Context: an optimization exercise on an open-source flow, tuned for small area. The choices shown serve that exercise and are no tape-out recipe.
The RTL was checked by simulation tests, not by an equivalence proof against the original design.
Power and IR drop assume default switching activity.

$ cat flow/design.v
`timescale 1ns / 1ps
module D_flipflop(
    input D,
    input clk,
    input en,
    input reset,
	 output reg Q
    );
always @ (posedge clk or negedge reset)
if (!reset)
Q <= 1'b0;
else if (en)
Q <= D;
endmodule
`timescale 1ns / 1ps
module Debouncing(
    input In,
    input clk,
    input en,
	 input rst,
    output X
    );
	 wire temp1,temp2,temp3;
D_flipflop ONE(In,clk,en,rst,temp1),
			  TWO(temp1,clk,en,rst,temp2),
			  Three(temp2,clk,en,rst,temp3);
assign X= temp1 && temp2 && temp3 ;
endmodule
`timescale 1ns / 1ps
module Rising_Edge_Detector(
input LEVEL,
input clk,
input en,
input rst,
output Z
    );
reg [1:0] state, nextState;
parameter ONE=2'b00, ZERO=2'b01, EDGE=2'b10, X = 2'b11 ;
always @ (LEVEL or state)  begin
 case (state)
 ONE: if (LEVEL) nextState = ONE;
	else nextState = ZERO;
 ZERO: if (LEVEL) nextState = EDGE;
	else nextState = ZERO;
 EDGE: if (LEVEL) nextState = ONE;
	else nextState = ZERO;
 default:
	nextState = X;
 endcase
 end
always @ (posedge clk or negedge rst) begin
 if(!rst) state <= ZERO;
 else if (en) state <= nextState;
end
assign Z = (state == EDGE);
endmodule
`timescale 1ns / 1ps
module ClockDivider( clk, tick, rst);
	input clk,rst;
	output tick;
	reg out;
	integer i;
	assign tick = (i >= 3) && !out;
	always@(posedge clk or negedge rst) begin
		if(!rst) begin
			i <= 0;
			out <= 1'b0;
		end
		else begin
				if(i<3)
					i <= i+1;
				else begin
					out <= !out;
					i <= 0;
				end
			end
	end
endmodule
`timescale 1ns / 1ps
module UpCounter_SyncReset(clk, en, rst, Q);
input clk, en, rst;
output reg [1:0] Q;
always @ (posedge clk or negedge rst) begin
	if(!rst)
		Q<=2'b00;  
	else if (en) begin
		if(Q == 2'b11)
			Q<=2'b00;
		else
			Q<=Q+1'b1;
			end
end
endmodule
`timescale 1ns / 1ps
module dec(
	input [5:0] sec,
	input [3:0] min2,
	input [3:0] min1,
	input [3:0] H2,
	input [2:0] H1,
	input condition,
	input [3:0] Amin2,
	input [3:0] Amin1,
	input [3:0] AH2,
	input [1:0] AH1,
	input clk,
	input tick,
	input reset,
	output reg [6:0] out,
	output reg [3:0]selector
	);
	reg [6:0] out_min2;
	reg [6:0] out_min1;
	reg [6:0] out_H2;
	reg [6:0] out_H1;
	reg [6:0] out_Amin2;
	reg [6:0] out_Amin1;
	reg [6:0] out_AH2;
	reg [6:0] out_AH1;
always @ (*)
begin
	 case (min2)
			4'b0000: out_min2=7'b0000001;  
			4'b0001: out_min2=7'b1001111;  
			4'b0010: out_min2=7'b0010010;
			4'b0011: out_min2=7'b0000110; 
			4'b0100: out_min2=7'b1001100; 
			4'b0101: out_min2=7'b0100100;
			4'b0110: out_min2=7'b0100000;  
			4'b0111: out_min2=7'b0001111; 
			4'b1000: out_min2=7'b0000000; 
			4'b1001: out_min2=7'b0000100;
			4'b1010: out_min2=7'b0001000;  
			4'b1111: out_min2=7'b1101010;  
			default: out_min2=7'b1111111;  
		endcase
case (min1)
			4'b0000: out_min1=7'b0000001;  
			4'b0001: out_min1=7'b1001111;  
			4'b0010: out_min1=7'b0010010;
			4'b0011: out_min1=7'b0000110; 
			4'b0100: out_min1=7'b1001100; 
			4'b0101: out_min1=7'b0100100;
			4'b0110: out_min1=7'b0100000;  
			4'b0111: out_min1=7'b0001111; 
			4'b1000: out_min1=7'b0000000; 
			4'b1001: out_min1=7'b0000100;
			4'b1010: out_min1=7'b1110000;  
			4'b1111: out_min1=7'b0001000;  
			default: out_min1=7'b1111111;  
		endcase
		case (H2)
			4'b0000: out_H2=7'b0000001;  
			4'b0001: out_H2=7'b1001111;  
			4'b0010: out_H2=7'b0010010;
			4'b0011: out_H2=7'b0000110; 
			4'b0100: out_H2=7'b1001100; 
			4'b0101: out_H2=7'b0100100;
			4'b0110: out_H2=7'b0100000;  
			4'b0111: out_H2=7'b0001111; 
			4'b1000: out_H2=7'b0000000; 
			4'b1001: out_H2=7'b0000100; 
			4'b1010: out_H2=7'b0010000;  
			4'b1111: out_H2=7'b1110001;  
			default: out_H2=7'b1111111;  
		endcase
		case (H1)
			3'b000: out_H1=7'b0000001;  
			3'b001: out_H1=7'b1001111;  
			3'b010: out_H1=7'b0010010;
			3'b011: out_H1=7'b0100100;		 
			3'b111: out_H1=7'b0001000;		 
			default: out_H1=7'b1111111;  
		endcase
case (Amin2)
			4'b0000: out_Amin2=7'b0000001;  
			4'b0001: out_Amin2=7'b1001111;  
			4'b0010: out_Amin2=7'b0010010;
			4'b0011: out_Amin2=7'b0000110; 
			4'b0100: out_Amin2=7'b1001100; 
			4'b0101: out_Amin2=7'b0100100;
			4'b0110: out_Amin2=7'b0100000;  
			4'b0111: out_Amin2=7'b0001111; 
			4'b1000: out_Amin2=7'b0000000; 
			4'b1001: out_Amin2=7'b0000100;
			default: out_Amin2=7'b1111111;  
		endcase
case (Amin1)
			4'b0000: out_Amin1=7'b0000001;  
			4'b0001: out_Amin1=7'b1001111;  
			4'b0010: out_Amin1=7'b0010010;
			4'b0011: out_Amin1=7'b0000110; 
			4'b0100: out_Amin1=7'b1001100; 
			4'b0101: out_Amin1=7'b0100100;
			4'b0110: out_Amin1=7'b0100000;  
			4'b0111: out_Amin1=7'b0001111; 
			4'b1000: out_Amin1=7'b0000000; 
			4'b1001: out_Amin1=7'b0000100;
			default: out_Amin1=7'b1111111;  
		endcase
		case (AH2)
			4'b0000: out_AH2=7'b0000001;  
			4'b0001: out_AH2=7'b1001111;  
			4'b0010: out_AH2=7'b0010010;
			4'b0011: out_AH2=7'b0000110; 
			4'b0100: out_AH2=7'b1001100; 
			4'b0101: out_AH2=7'b0100100;
			4'b0110: out_AH2=7'b0100000;  
			4'b0111: out_AH2=7'b0001111; 
			4'b1000: out_AH2=7'b0000000; 
			4'b1001: out_AH2=7'b0000100; 
			default: out_AH2=7'b1111111;  
		endcase
		case (AH1)
			2'b00: out_AH1=7'b0000001;  
			2'b01: out_AH1=7'b1001111;  
			2'b10: out_AH1=7'b0010010;	
			default: out_AH1=7'b1111111;  
		endcase
end
wire [1:0] kk;
UpCounter_SyncReset clock_only(clk,tick,reset,kk);
always @(*)
if(condition==1'b1)
	case(kk) 
	2'b00:begin selector= 4'b1110; out=out_Amin2; end
	2'b01:begin selector= 4'b1101; out=out_Amin1; end
	2'b10:begin selector= 4'b1011; out=out_AH2; end
	2'b11:begin selector= 4'b0111; out=out_AH1; end
	endcase	
else
	case(kk) 
	2'b00:begin selector= 4'b1110; out=out_min2; end
	2'b01:begin selector= 4'b1101; out=out_min1; end
	2'b10:begin selector= 4'b1011; out=out_H2; end
	2'b11:begin selector= 4'b0111; out=out_H1; end
	endcase
endmodule
`timescale 1ns / 1ps
module clk1 (
	input clk,
	input rst,
	input clr,
	output rise,
	output reg out);
	integer i;
	assign rise = !clr && (i >= 5) && !out;
	always@(posedge clk or negedge rst) begin
		if(!rst) begin
			i <= 0;
			out <= 1'b0;
		end
		else if(clr) begin
			i <= 0;
			out <= 1'b0;
		end
		else begin
				if(i<5)
					i <= i+1;
				else begin
					out <= !out;
					i <= 0;
				end
			end
	end
endmodule
`timescale 1ns / 1ps
module clk2 (
	input clk,
	input rst,
	input clr,
	output rise,
	output reg out);
	integer i;
	assign rise = !clr && (i >= 799) && !out;
	always@(posedge clk or negedge rst) begin
		if(!rst) begin
			i <= 0;
			out <= 1'b0;
		end
		else if(clr) begin
			i <= 0;
			out <= 1'b0;
		end
		else begin
				if(i<799)
					i <= i+1;
				else begin
					out <= !out;
					i <= 0;
				end
			end
	end
endmodule
`timescale 1ns / 1ps
module clk3 (
	input clk,
	input rst,
	input clr,
	output rise,
	output reg out);
	integer i;
	assign rise = !clr && (i >= 24) && !out;
	always@(posedge clk or negedge rst) begin
		if(!rst) begin
			i <= 0;
			out <= 1'b0;
		end
		else if(clr) begin
			i <= 0;
			out <= 1'b0;
		end
		else begin
				if(i<24)
					i <= i+1;
				else begin
					out <= !out;
					i <= 0;
				end
			end
	end
endmodule
`timescale 1ns / 1ps
module I2s(
	 input CLK,
	 input rst,
	 input enable,
	 output S_CLK,
	 output LR_CLK,
	 output M_CLK,
	 output reg Sin
    );
wire [15:0] data= 16'b1101101101101110;
wire clk1,clk2,clk3;
wire rise1,rise2,rise3;
clk1  five_hundred_500KHz	 (CLK,rst,!enable,rise1,clk1);
clk2  four_4KHz			 	 (CLK,rst,!enable,rise2,clk2);
clk3 thirty_two_times_128KHz(CLK,rst,!enable,rise3,clk3);
assign M_CLK = clk1;
assign LR_CLK = clk2;
assign S_CLK = clk3;
integer i;
always @(posedge CLK or negedge rst)
begin
	if (!rst)
		begin
		i <=0;
		Sin <= 1'b0;
		end
	else if (!enable)
		begin
		i <=0;
		Sin <= 1'b0;
		end
	else if (rise3)
		begin
		Sin<=data[i[3:0]];
		i <= i+1;
		end
end
endmodule
`timescale 1ns / 1ps
module digital_loc(
    input key_a,
    input key_b,
    input key_c,
    input key_d,
    input reset,
	 input clk,
    output [6:0] postion_state,
	 output  [3:0] x,
	 output reg [1:0] Led2,
	 output  [3:0] selector,
	 output reg dot,
	 output S_CLK,
	 output LR_CLK,
	 output M_CLK,
	 output  Sin
    );
	  wire tick;
	 reg [3:0] min2; reg[3:0] min1; reg[2:0] H1; reg [3:0] H2;
	 reg [3:0] A_min2; reg [3:0] A_min1; reg [1:0] A_H1; reg [3:0] A_H2;
	 reg [5:0] sec;
	 ClockDivider twohundredHZ(clk, tick, reset);
	 wire tempa, tempb, tempc, tempd;
	 Debouncing a(key_a,clk,tick,reset,tempa),
					b(key_b,clk,tick,reset,tempb),
					c(key_c,clk,tick,reset,tempc),
					d(key_d,clk,tick,reset,tempd);
	 wire tempAA,tempBB,tempCC,tempDD;
	Rising_Edge_Detector		AA(tempa,clk,tick,reset,tempAA),
									BB(tempb,clk,tick,reset,tempBB),
									CC(tempc,clk,tick,reset,tempCC),
									DD(tempd,clk,tick,reset,tempDD);
integer interal_counter;
reg alarm_sound;
reg [20:0] old_value;
reg condition_alarm;
 reg [3:0] state, nextState;
parameter state_Clock=4'b0001        ,state_Adjust_min2= 4'b0010;
parameter state_Adjust_min1= 4'b0011 ,state_Adjust_H2= 4'b0100;
parameter state_Adjust_H1= 4'b0101   ,state_Adjust_Amin2= 4'b0110;
parameter state_Adjust_Amin1= 4'b0111,state_Adjust_AH2= 4'b1000;
parameter state_Adjust_AH1= 4'b1001  ,state_Pause=4'b1010;
parameter state_Stop_A= 4'b1011      , state_Adjust_X=4'b1111;
assign x = state;
always @(*)
	condition_alarm = (state == state_Adjust_Amin2) || (state == state_Adjust_Amin1) ||
	                  (state == state_Adjust_AH2)   || (state == state_Adjust_AH1);
always @ (*)
if(!tempAA && !tempBB   )
	nextState=state;
else
 case (state)
	state_Clock: begin if(tempAA) nextState = state_Adjust_min2;
	else if(tempBB) nextState =state_Pause;
	else  nextState = state_Clock; end
	state_Pause: begin if(tempBB) nextState=state_Clock;
	else nextState=state_Pause; end
	state_Adjust_min2: begin if(tempAA) nextState= state_Adjust_min1;
	else nextState= state_Clock; end
	state_Adjust_min1: begin if(tempAA) nextState= state_Adjust_H2;
	else nextState= state_Clock; end
	state_Adjust_H2: begin if(tempAA) nextState= state_Adjust_H1;
	else nextState= state_Clock; end
	state_Adjust_H1: begin if(tempAA) nextState= state_Adjust_Amin2;
	else nextState= state_Clock; end
	state_Adjust_Amin2: begin if(tempAA) nextState= state_Adjust_Amin1;
	else nextState= state_Clock; end
	state_Adjust_Amin1: begin if(tempAA) nextState= state_Adjust_AH2;
	else nextState= state_Clock; end
	state_Adjust_AH2:begin if(tempAA) nextState= state_Adjust_AH1;
	else nextState= state_Clock; end
	state_Adjust_AH1:begin if(tempAA) nextState= state_Adjust_min2;
	else nextState= state_Clock; end
 default: nextState = state_Adjust_X;
 endcase
always @ (posedge clk or negedge reset)
begin
	if(!reset)
		state <= state_Clock;
	else if(tick)
		state <= nextState;
end
always @(posedge clk or negedge reset)
	if(!reset )
			begin
				min2<=0;
				min1<=0;
				H1 <=0;
				H2 <=0;
				sec<=0;
				A_min2<=0;
				A_min1<=4'b0000;
				A_H1 <=0;
				A_H2 <=0;
				Led2<=2'b00;
				alarm_sound<=0;
				interal_counter<=0;
				dot<=0;
				old_value<=21'b0;
			end
else if(tick) begin
if(interal_counter<199)
					interal_counter<=interal_counter+1;
else begin
							interal_counter<=0;
							dot<=!dot;
if(state == state_Pause) begin min2<=min2; min1<=min1; H1<=H1; H2<=H2; dot<=0; end   
else if(Led2==2'b11)
							begin
							Led2<=2'b00; alarm_sound<=0; sec<=old_value[5:0];
							min2<=old_value[9:6]; min1<= old_value[13:10]; H2<= old_value[17:14]; H1<= old_value[20:18];
							old_value <=21'b000000000000000000000;
							end
else begin
							if(sec == 6'b111011)
								begin
								sec <= 6'b000000;
								if(min2==4'b1001)
									begin
									min2<=4'b0000;
									if(min1==4'b0101)
										begin
										min1<=4'b0000;
										if( (H1==3'b010) && (H2==4'b0011) )
											begin H1<=3'b000; H2<=4'b0000; end
										else if(H2==4'b1001)
											begin H2<=4'b0000; H1<=H1+1'b1; end
										else
											H2<=H2+1'b1;
										end
									else
										min1<=min1+1'b1;
									end
								else
									min2<=min2+1'b1;
								end
							else
								sec <= sec+1'b1;
							if( (H1==A_H1) && (H2==A_H2) && (min1==A_min1) && (min2==A_min2) && (sec==6'b000000))
								begin
								Led2<=2'b11; alarm_sound<=1;
								old_value <={H1,H2,min1,min2,(sec+1'b1)};
								min2<= 4'b1111; min1<= 4'b1111; H2<= 4'b1111; H1<= 3'b111;
								end
		end
		end
if((state != state_Clock) && (state != state_Pause))
		begin
		dot<=0;
		begin min2<=min2; min1<=min1; H1<=H1; H2<=H2; end
		 if((tempCC==1) && (state == state_Adjust_min2))
			if(min2==4'b1001)
					min2 <= 4'b0000;
			else	min2<=min2+1'b1;
	else if((tempCC==1) && (state == state_Adjust_min1))
			if(min1==4'b0101)
					min1 <= 4'b0000;
			else	min1<=min1+1'b1;
	else if((tempCC==1) && (state == state_Adjust_H2))
			if( H2==4'b1001)
					H2<=4'b0000;
			else
					H2<=H2+1'b1;
	else if((tempCC==1) && (state == state_Adjust_H1))
			if(H1==3'b010)
				H1<=3'b000;
			else	H1<=H1+1'b1;
	else if((tempCC==1) && (state == state_Adjust_Amin2))
			begin
			if(A_min2==4'b1001)
					A_min2 <= 4'b0000;
			else	A_min2<= A_min2+1'b1;
			end
	else if((tempCC==1) && (state == state_Adjust_Amin1))
			begin
			if(A_min1==4'b0101)
					A_min1 <= 4'b0000;
			else	A_min1<=A_min1+1'b1;
			end
	else if((tempCC==1) && (state == state_Adjust_AH2))
			begin
			if( A_H2==4'b1001)
					A_H2<=4'b0000;
			else
					A_H2<=A_H2+1'b1;
			end
	else if((tempCC==1) && (state == state_Adjust_AH1))
			begin
			if(A_H1==2'b10)
				A_H1<=2'b00;
			else	A_H1<=A_H1+1'b1;
			end
if((tempDD==1) && (state == state_Adjust_min2))
			if( min2==0)
					min2<= 4'b1001;
			else
					min2<=min2-1'b1;
	else if((tempDD==1) && (state == state_Adjust_min1))
			if(min1==0)
				min1 <= 4'b0101;
			else
				min1<=min1-1'b1;
	else if((tempDD==1) && (state == state_Adjust_H2))
			if( H2==0)
				H2<=4'b1001;
			else
				H2<=H2-1'b1;
	else if((tempDD==1) && (state == state_Adjust_H1))
			if (H1==0)
				H1 <= 3'b010;
			else
				H1 <= H1-1'b1;
	else if((tempDD==1) && (state == state_Adjust_Amin2))
			begin
			if( A_min2==0)
					A_min2<= 4'b1001;
			else
					A_min2<=A_min2-1'b1;
			end
	else if((tempDD==1) && (state == state_Adjust_Amin1))
			begin
			if(A_min1==0)
				A_min1 <= 4'b0101;
			else
				A_min1<=A_min1-1'b1;
			end
	else if((tempDD==1) && (state == state_Adjust_AH2))
			begin
			if( A_H2==0)
				A_H2<=4'b1001;
			else
				A_H2<=A_H2-1'b1;
			end
	else if((tempDD==1) && (state == state_Adjust_AH1))
			begin
			if (A_H1==0)
				A_H1 <= 2'b10;
			else
				A_H1 <= A_H1-1'b1;
			end
end
end
I2s sound(clk,reset,alarm_sound,S_CLK,LR_CLK,M_CLK,Sin);
dec print_satus(sec,min2,min1,H2,H1,condition_alarm,A_min2, A_min1, A_H2,A_H1,clk,tick,reset, postion_state,selector);
endmodule
$ cat flow/run.sh
#!/bin/bash
# synth_recipe.tcl (not shown) runs the flow's synth.tcl, then flattens the netlist and writes it again
# the make line also repeats each setting of config.mk as NAME=value (left out here)
make -C /OpenROAD-flow-scripts/flow DESIGN_CONFIG=/design/flow/config.mk WORK_HOME=/design/flow/orfs CLKGATE_MAP_FILE= SYNTH_SCRIPT=/design/flow/synth_recipe.tcl finish
$ cat flow/config.mk
export PLATFORM = sky130hd
export DESIGN_NAME = digital_loc
export DESIGN_NICKNAME = digital_loc
export VERILOG_FILES = /design/flow/design.v
export SDC_FILE = /design/flow/constraint.sdc
export NUM_CORES = 4
export LEC_CHECK = 0
export CAP_MARGIN = 20
export CORE_MARGIN = 2
export CORE_UTILIZATION = 40
export SLEW_MARGIN = 20
$ cat flow/constraint.sdc
create_clock -name core_clock -period 10.0 [get_ports {clk}]
set_input_delay 2.0000 -clock core_clock [delete_from_list [all_inputs] [get_ports {clk}]]
set_output_delay 2.0000 -clock core_clock [all_outputs]
set_load 0.01 [all_outputs]
==> impl_metrics.json <==
{
  "status": "no timing/DRC/antenna violations",
  "internal_power_uw": 1750,
  "fin_ws_ns": 4.36,
  "drc": 0,
  "cp_slowest_cell": "mux2i_1",
  "antenna_cells": 0,
  "ys_async_sr_fraction": 1.00,
  "setup_viol": 0,
  "synth_area_sq_mm": 0.0160,
  "io_buffers": 27,
  "r2r_slack_ns": 6.82,
  "tns_ns": 0,
  "overflow": 0,
  "synth_seq_area_share": 0.397,
  "p_leak_uw": 0.00712,
  "relSlewSlack": 0.289,
  "hold_class": "reg2reg",
  "first_global_vias": 12900,
  "grt_start_max_net_pins": 129,
  "ios": 28,
  "finalWeightedCongestion": 0.900,
  "power_switching_uw": 640,
  "yosys-top-cells-area": "dfrtp_1, ha_1, nor2_1, xnor2_1, o21ai_0",
  "fp-row-count": 73,
  "routed_wl_mm": 38.3,
  "critical_path_class": "reg2out",
  "syn_area_per_cell_sq_um": 8.65,
  "path_delay_family": "multiplexers",
  "synth_warnings": 10,
  "cpPeakStageDelay_ns": 0.80,
  "ir_drop_mv": 0.126,
  "cp.required_ns": 8.00,
  "p_sw_frac": 0.268,
  "worst_slew_pin_slew_ns": 1.06,
  "ant_nets": 0,
  "rsz0062_at_grt": "false",
  "fillers": 3846,
  "core-area_sq_mm": 0.0395,
  "wl_per_cell_microns": 16.2,
  "synthFlopType": "dfrtp_1",
  "die_area_sq_mm": 0.0415,
  "cts_buffers": 29,
  "cts.sinks": 253,
  "nNetsFinal": 1899,
  "layout_min_cycle_time_ns": 5.64,
  "vias": 13300,
  "clkPwrFrac": 0.448,
  "dp.cells": 2314,
  "max_freq_mhz": 177,
  "grt_first_pass_wirelength_mm": 64.2,
  "dp_slack_ns": 5.05,
  "synth_compound_area_frac": 0.157,
  "arrival_ns": 3.64,
  "die_y_microns": 204,
  "cp-start-kind": "flip-flop",
  "hold_start": "d.Three.Q",
  "period_share": 0.564,
  "dpl.hpwl_mm": 26.3,
  "power.total_uw": 2390,
  "htree_levels": 1,
  "drive_gt1_frac": 0.0613,
  "via_per_inst": 5.63,
  "cts_resized": 0,
  "gr-usage-all-layers": 0.184,
  "endpoint_kind": "primary output",
  "cts_tree": "done",
  "initialDrtViolationCount": 908,
  "p_per_area_mw_per_mm2": 135,
  "reg2reg_from": "min1[2]",
  "pwr-share-comb": 0.101,
  "worst-path-buf-inv": 1,
  "r2r-end": "min2[3]",
  "synth_nets": 1925,
  "holdPathEnd": "d.Three.Q",
  "ctsHoldBuffers": 0,
  "seq_area_sq_mm": 0.00634,
  "area_delta_synth_final_pct": 10.4,
  "synth_cells": 1847,
  "clock-root-buffer": "clkbuf_16",
  "hold_viol": 0,
  "muxShareOfSynthArea": 0.0285,
  "holdPathStages": 2,
  "multi_input_area_sq_mm": 0.00895,
  "synth-simple-area-share": 0.239,
  "die_x_microns": 204,
  "seqPwrFrac": 0.451,
  "insertion_delay_ns": 0.57,
  "finalMaxSlewViolations": 0,
  "max-clock-path-buffers": 3,
  "post_cts_buffers": 0,
  "synth.distinct_cells": 85,
  "synth_xor_area_frac": 0.0784,
  "ys_ff_latch": 253,
  "cp_max_fo": 23,
  "yosys.area.top_type_share": 0.389,
  "crit_chain": "nand2b_1, mux2i_1, a221oi_1, nand2_1, o22ai_1, o31ai_1, clkdlybuf4s50_1",
  "synth_top_family_by_area": "simple AND/OR/NAND/NOR gates",
  "initial_utilization": 0.404,
  "drt_pass1_iterations": 7,
  "reg2reg_depth": 6,
  "synth_edf_count": 0,
  "clkTransAtPathRegs_ns": 0.06,
  "fin_cells": 2369,
  "finClkSkew_ns": 0.0260,
  "synth_fa_ha_area_frac": 0.0564,
  "maxCapViolations": 0,
  "antenna_found_initial": 0,
  "synth_top_area_cell": "dfrtp_1"
}
==> layout by cell type, fill, tap and decap left out, types with 8 or more instances in the layout <==
cell type and n:
nand2b_1 18, and2_1 13, nor4_1 52, clkinv_2 10
buf_4 14, nor3_1 38, nand3_1 87, a221oi_1 9
inv_1 83, a21oi_1 73, clkbuf_16 29, nand2_1 178
and4_1 16, a31oi_1 17, xor2_1 66, and3_1 36
o21a_1 8, ha_1 72, mux2_2 12, mux2i_1 23
o31ai_1 14, clkdlybuf4s50_1 26, nor2b_1 24, o211ai_1 19
a21boi_0 11, nor2_1 204, o41ai_1 17, dfrtp_1 248
xnor2_1 77, o21ai_0 134, nand4_1 50, or3_1 20
==> layout make-up <==
cell class | instances | share of cell area
Clock inverter | 22 | 0.0109
Multi-Input combinational cell | 1412 | 0.508
Tap cell | 525 | 0.0373
Inverter | 83 | 0.0177
Clock buffer | 32 | 0.0435
Timing Repair Buffer | 42 | 0.0231
Sequential cell | 253 | 0.359
==> cells in the mapped netlist, types with 4 or more instances <==
cell	number
dfstp_2	5
o211ai_1	19
a21oi_1	73
nor4_1	53
or2_2	4
ha_1	72
and4_1	16
nand3b_1	6
mux2_2	12
nor3_1	38
a21boi_0	11
mux2_1	4
o31ai_1	14
a221oi_1	9
nand2_1	178
o21ai_0	134
o21a_1	8
o22a_1	4
o41ai_1	17
dfrtp_1	248
buf_2	12
nor2b_1	24
a211oi_1	6
nor2_1	205
nand3_1	87
mux2i_1	23
o211a_1	4
a31oi_1	17
o22ai_1	6
nand2b_1	18
xnor2_1	77
a41oi_1	5
and3_1	36
a21o_1	6
nand4_1	50
a32o_1	4
buf_1	7
or3_1	20
a22oi_1	6
xor2_1	66
and2_1	13
inv_1	83
clkbuf_1	78
==> worst min-delay path, delay by kind of cell (launching register included) <==
kind             cells  cell delay [ns]
and+or+nand+nor      2             0.10
DFF                  1             0.34
==> cell families (layout without fill, tap and decap cells) <==
kind of cell / after synthesis / in the layout
buf+inv: 182 / 179
flops: 253 / 253
fa+ha+maj: 72 / 72
compound gates: 387 / 387
xor+xnor: 143 / 143
mux: 41 / 41
simple gates: 769 / 769
==> metrics by stage <==
stage / instance area [sq um] / hold slack (ns) / utilization
finish: 17600 / 0.466 / 0.446
global route: 17600 / 0.498 / 0.446
CTS: 17600 / 0.475 / 0.445
detailed placement: 16600 / 0.459 / 0.421
global placement: 16600 / 0.451 / 0.421
floorplan: 16000 / 0.438 / -
==> routing by layer <==
layer	routed length [microns]	global-route usage	part of all wire
met1	18000	0.253	0.47
met2	17400	0.296	0.45
met5	0	0	0
met4	1190	0.0675	0.031
met3	1700	0.0254	0.044
==> power by group through the flow <==
stage | sequential [uW] | combinational (uW) | clock, uW
finish | 1080 | 242 | 1070
CTS | 1070 | 239 | 1100
floorplan | 1070 | 174 | 0
global placement | 1090 | 236 | 0
global route | 1080 | 270 | 1140
detailed placement | 1090 | 238 | 0
==> worst max-delay path by stage <==
stage	slack, ns	startpoint	cells past startpoint	to
final	4.36	state[3]	7	postion_state[2]
after global routing	4.10	state[2]	7	postion_state[2]
after CTS	4.41	state[2]	7	postion_state[2]
after detailed placement	5.05	state[2]	7	postion_state[2]
after global placement	5.05	state[2]	7	postion_state[2]
after floorplan	5.90	H2[2]	8	postion_state[0]
==> flip-flops by register name (all words and copies together), names as in the netlist, 6 cells and up <==
name	cells
sound.four_4KHz.i	32
twohundredHZ.i	32
sound.five_hundred_500KHz.i	32
sec	6
interal_counter	32
sound.thirty_two_times_128KHz.i	32
old_value	21

## static timing again, ports no longer ideal
How much do the figures lean on ideal ports? The routed layout below was timed once more, with nothing changed but the port constraints. Step 1 (the two cells are an assumption about what drives the block):
set clk [get_ports {clk}]
set_driving_cell -lib_cell sky130_fd_sc_hd__clkbuf_16 $clk
set_driving_cell -lib_cell sky130_fd_sc_hd__buf_2 [delete_from_list [all_inputs] $clk]
Step 2 times the ports against the registers' clock, not the clock port: input delays grow and output delays shrink by t, the midpoint of the rising clock arrivals with the driver on. a / b / c = no drivers / after step 1 / after step 2; a / b = the first two.
shift t [ns]: 0.616
slack for setup (ns): 4.363 / 4.308 / 4.924
worst setup path at the end: register to output
worst register clock-pin slew, ns: 0.07 / 0.07
After both steps setup and hold are still met in this run. For this run, drivers alone change the setup slack by -0.055 ns; drivers and shift together by +0.561 ns.
